Background: an optimization exercise with open tools, aiming at small area. Do not read the settings as production practice. In this exercise RTL edits were held to simulation tests only and were not proved equivalent to the original. Power figures rest on the tool's default switching activity, not on a simulated workload.

==> flow/design.v (excerpt) <==
module easy_fifo_sync #
(
    parameter int DWIDTH = 32,
    parameter int DEPTH = 64,
    parameter int INPUT_REG = 0,
    parameter int OUTPUT_REG = 0
)
(
    input logic rst,
    input logic clk,
    input logic [DWIDTH-1:0] wr_data,
    input logic wr_en,
    output logic wr_full,
    input logic rd_en,
    output logic [DWIDTH-1:0] rd_data,
    output logic rd_empty,
	output logic [$clog2(DEPTH):0] fifo_cnt
);
Settings: LEC_CHECK=0, CAP_MARGIN=20, CORE_MARGIN=2, CORE_UTILIZATION=55, PLACE_DENSITY=0.7, SLEW_MARGIN=20, SYNTH_HIERARCHICAL=1, SYNTH_MINIMUM_KEEP_SIZE=0; clock period 6.0 ns.
standard.sh (not shown) runs the stock make flow with config.mk's settings and CLKGATE_MAP_FILE= SYNTH_SCRIPT=/design/flow/synth_recipe.tcl, a recipe that flattens the netlist after the stock synthesis.
==> flow/flow/run.sh <==
#!/bin/bash
# Standard layout (the standard.sh) with three changes:
#  - after floorplan every combinational cell is set to its smallest drive
#    strength (flow/downsize.tcl); the resizer upsizes only where needed;
#  - ports are buffered with buf_1 instead of the default buffer cell;
#  - the clock tree uses fewer, larger sink clusters driven by clkbuf_16 and no
#    dummy loads.
set -o pipefail
export POST_FLOORPLAN_TCL="$PWD/flow/downsize.tcl"
export BUFFER_PORTS_ARGS="-buffer_cell sky130_fd_sc_hd__buf_1"
export CTS_ARGS="-sink_clustering_enable -repair_clock_nets -dont_use_dummy_load -sink_clustering_size 30 -sink_clustering_max_diameter 60 -sink_clustering_buffer sky130_fd_sc_hd__clkbuf_16 -buf_list sky130_fd_sc_hd__clkbuf_16"
bash standard.sh finish > standard.log 2>&1
==> flow/flow/downsize.tcl <==
# Swap every combinational cell to the smallest drive strength of its kind;
# the resizer later upsizes only where slew, capacitance or timing needs it.
set n_swapped 0
foreach inst [get_cells *] {
  set master [get_property $inst ref_name]
  if {![regexp {^(sky130_fd_sc_hd__[a-z0-9]+)_([0-9]+)$} $master -> base size]} { continue }
  if {[regexp {df|dl|edf|sdf|clk|tap|fill|decap|conb|diode} $base]} { continue }
  foreach s {0 1} {
    if {$s >= $size} { break }
    set cand [get_lib_cells -quiet */${base}_$s]
    if {[llength $cand] > 0 && [lsearch $::env(DONT_USE_CELLS) ${base}_$s] < 0} {
      replace_cell $inst [get_full_name [lindex $cand 0]]
      incr n_swapped
      break
    }
  }
}
puts "downsize: swapped $n_swapped cells"
The first run completed with no timing, DRC or antenna violations.
Next try:
--- a/flow/config.mk
+++ b/flow/config.mk
@@ -10,2 +10,2 @@
-export CORE_UTILIZATION = 55
-export PLACE_DENSITY = 0.7
+export CORE_UTILIZATION = 40
+export PLACE_DENSITY = 0.6
Effect:
- critical path depth is unchanged
- die area grows by 37%
- clock skew shrinks by 0.019 ns
- area after synthesis stays the same
- sequential power barely changes
- setup slack degrades by 0.16 ns
Next try:
--- a/flow/config.mk
+++ b/flow/config.mk
@@ -8 +8 @@
-export CAP_MARGIN = 20
+export CAP_MARGIN = 5
@@ -12 +12 @@
-export SLEW_MARGIN = 20
+export SLEW_MARGIN = 5
Combinational power is about the same. Wire length hardly moves. Register-to-register slack improves by 0.07 ns. Non-clock buffer count is unchanged. Total power hardly moves. Worst hold slack improves by 0.017 ns. Global-route usage hardly moves. Worst setup slack improves by 0.021 ns. Via count hardly moves.

========
== alpha ==
Another version of the RTL of easy_fifo_sync (not shown whole).
Size in the first run: roughly 3600 cells after synthesis, roughly 2200 flip-flops, ~77 I/O pins, ~55000 um^2 of cells after synthesis.
clock: 6.0 ns
lec_check: 0
cap_margin: 20
core_margin: 2
core_utilization: 40
cts_buf_list: sky130_fd_sc_hd__clkbuf_4 sky130_fd_sc_hd__clkbuf_8
cts_cluster_size: 30
place_density: 0.6
slew_margin: 20
run.sh (not shown) runs the stock make flow with config.mk's settings and CLKGATE_MAP_FILE= SYNTH_SCRIPT=/design/flow/synth_recipe.tcl, a recipe that flattens the netlist after the stock synthesis.
Stock flow here: none of the scripts above is used.
Relative to alpha, the following input files were edited for beta:
# alpha
export LEC_CHECK = 0
export CAP_MARGIN = 20
export CORE_MARGIN = 2
export CORE_UTILIZATION = 40
export CTS_BUF_LIST = sky130_fd_sc_hd__clkbuf_4 sky130_fd_sc_hd__clkbuf_8
export CTS_CLUSTER_SIZE = 30
export PLACE_DENSITY = 0.6
export SLEW_MARGIN = 20
create_clock -name core_clock -period 6.0 [get_ports {clk}]
# beta
export LEC_CHECK = 0
export CAP_MARGIN = 20
export CORE_MARGIN = 2
export CORE_UTILIZATION = 40
export PLACE_DENSITY = 0.6
export SLEW_MARGIN = 20
create_clock -name core_clock -period 6.0 [get_ports {clk}]
### Flow results
beta | stages: all done | timing, DRC, antenna: all pass. Changes observed in beta relative to alpha: final cell count without fillers -202; wire length moved down; non-clock buffer count shrank by 1; worst setup slack shows a reduction of 0.0071 ns; first-pass GRT wire length fell by about 1.1%. Compared with alpha, beta ends up with a smaller final cell area. Comparing beta and alpha, the higher clock network area share was measured on alpha.
Edits applied to the flow inputs when going from beta to gamma:
==> flow/flow/run.sh (new file) <==
#!/bin/bash
# Standard layout with smaller port buffers and a leaner clock tree.
set -o pipefail
export BUFFER_PORTS_ARGS="-buffer_cell sky130_fd_sc_hd__buf_1"
export CTS_ARGS="-sink_clustering_enable -repair_clock_nets -dont_use_dummy_load -sink_clustering_size 20 -sink_clustering_max_diameter 50 -sink_clustering_buffer sky130_fd_sc_hd__clkbuf_8"
bash standard.sh finish > standard.log 2>&1
==> flow/standard.sh (new file) <==
#!/bin/bash
# synth_recipe.tcl (not shown) runs the flow's synth.tcl, then flattens the netlist and writes it again
# the make line also repeats each setting of config.mk as NAME=value (left out here)
make -C /OpenROAD-flow-scripts/flow DESIGN_CONFIG=/design/flow/config.mk WORK_HOME=/design/flow/orfs CLKGATE_MAP_FILE= SYNTH_SCRIPT=/design/flow/synth_recipe.tcl "${@:-finish}"
removed: flow/run.sh
### Flow results
- gamma vs beta — overall via count from detail_route dropped about 2%.
- The share of total power in combinational logic in gamma was higher than what beta gave.
- Against beta as the reference, gamma delivers a lower number of cells on the critical path.
- Fraction of final layout cells with drive strength greater than 1 (gamma over beta): decrease, 3.2 points
- Compared with beta, gamma shows worst supply voltage drop on vdd higher by about 2.7%.
- Both conditions hold for gamma: the flow ran to the end and the final layout passed the timing, DRC and antenna checks.
- Final critical path time including I/O delays and setup (higher): beta
## Diff of input files: delta against gamma
# gamma
export LEC_CHECK = 0
export CAP_MARGIN = 20
export CORE_MARGIN = 2
export CORE_UTILIZATION = 40
export PLACE_DENSITY = 0.6
export SLEW_MARGIN = 20
create_clock -name core_clock -period 6.0 [get_ports {clk}]
# delta
export LEC_CHECK = 0
export CAP_MARGIN = 20
export CORE_MARGIN = 2
export CORE_UTILIZATION = 60
export PLACE_DENSITY = 0.75
export SLEW_MARGIN = 20
create_clock -name core_clock -period 6.0 [get_ports {clk}]
Notes after the runs:
In delta, sum of routed wire segments on met1 is lower than in gamma.
Clock slew at the register clock pins of the worst setup and hold paths: gamma vs delta, no meaningful difference
gamma vs delta, startpoint of the most critical setup path: u_sync_fifo.hp[3]$_SDFF_PP0_ vs u_sync_fifo.hp[2]$_SDFF_PP0_
Going from gamma to delta, the die area was shrunk.
In delta the share of final-layout standard cells stronger than drive strength 1 turned out 0.21 points lower than in gamma.
gamma consumes more power than delta.
Comparing gamma and delta, the higher global-route usage over all layers was measured on delta.

## afterwards: timing with drivers on the ports
Ports are ideal in the flow. The routed layouts listed here were re-timed in OpenROAD.
Step 1 assumes that a clkbuf_16 drives the clock port and a buf_2 every other input.
Step 2 also shifts input and output timing later by t, the mid clock arrival at the registers, as if the neighbouring blocks saw the same clock.
Three values: no drivers, after step 1, after step 2; two values: the first two.
| run | t (ns) | slack for setup (ns) | worst setup path at the end | worst slew at a driven data input, ns | cell pins on the clock port's net |
|---|---|---|---|---|---|
| the first run of note 1 | 0.734 | 0.787 / 0.721 / 1.454 | register to output | 0.11 | 1 |
| the second run of note 1 | 0.765 | 0.630 / 0.557 / 1.323 | register to output | 0.16 | 1 |
| the third run of note 1 | 0.763 | 0.651 / 0.580 / 1.343 | register to output | 0.17 | 1 |
| alpha | 1.004 | 0.258 / 0.187 / 1.143 | input to output | 0.11 | 1 |
| beta | 0.852 | 0.251 / 0.176 / 1.028 | register to output | 0.11 | 1 |
| gamma | 0.787 | 0.595 / 0.522 / 1.150 | register to register | 0.08 | 1 |
| delta | 0.761 | 0.762 / 0.696 / 1.223 | register to register | 0.07 | 1 |
After both steps setup and hold are still met in every run listed.
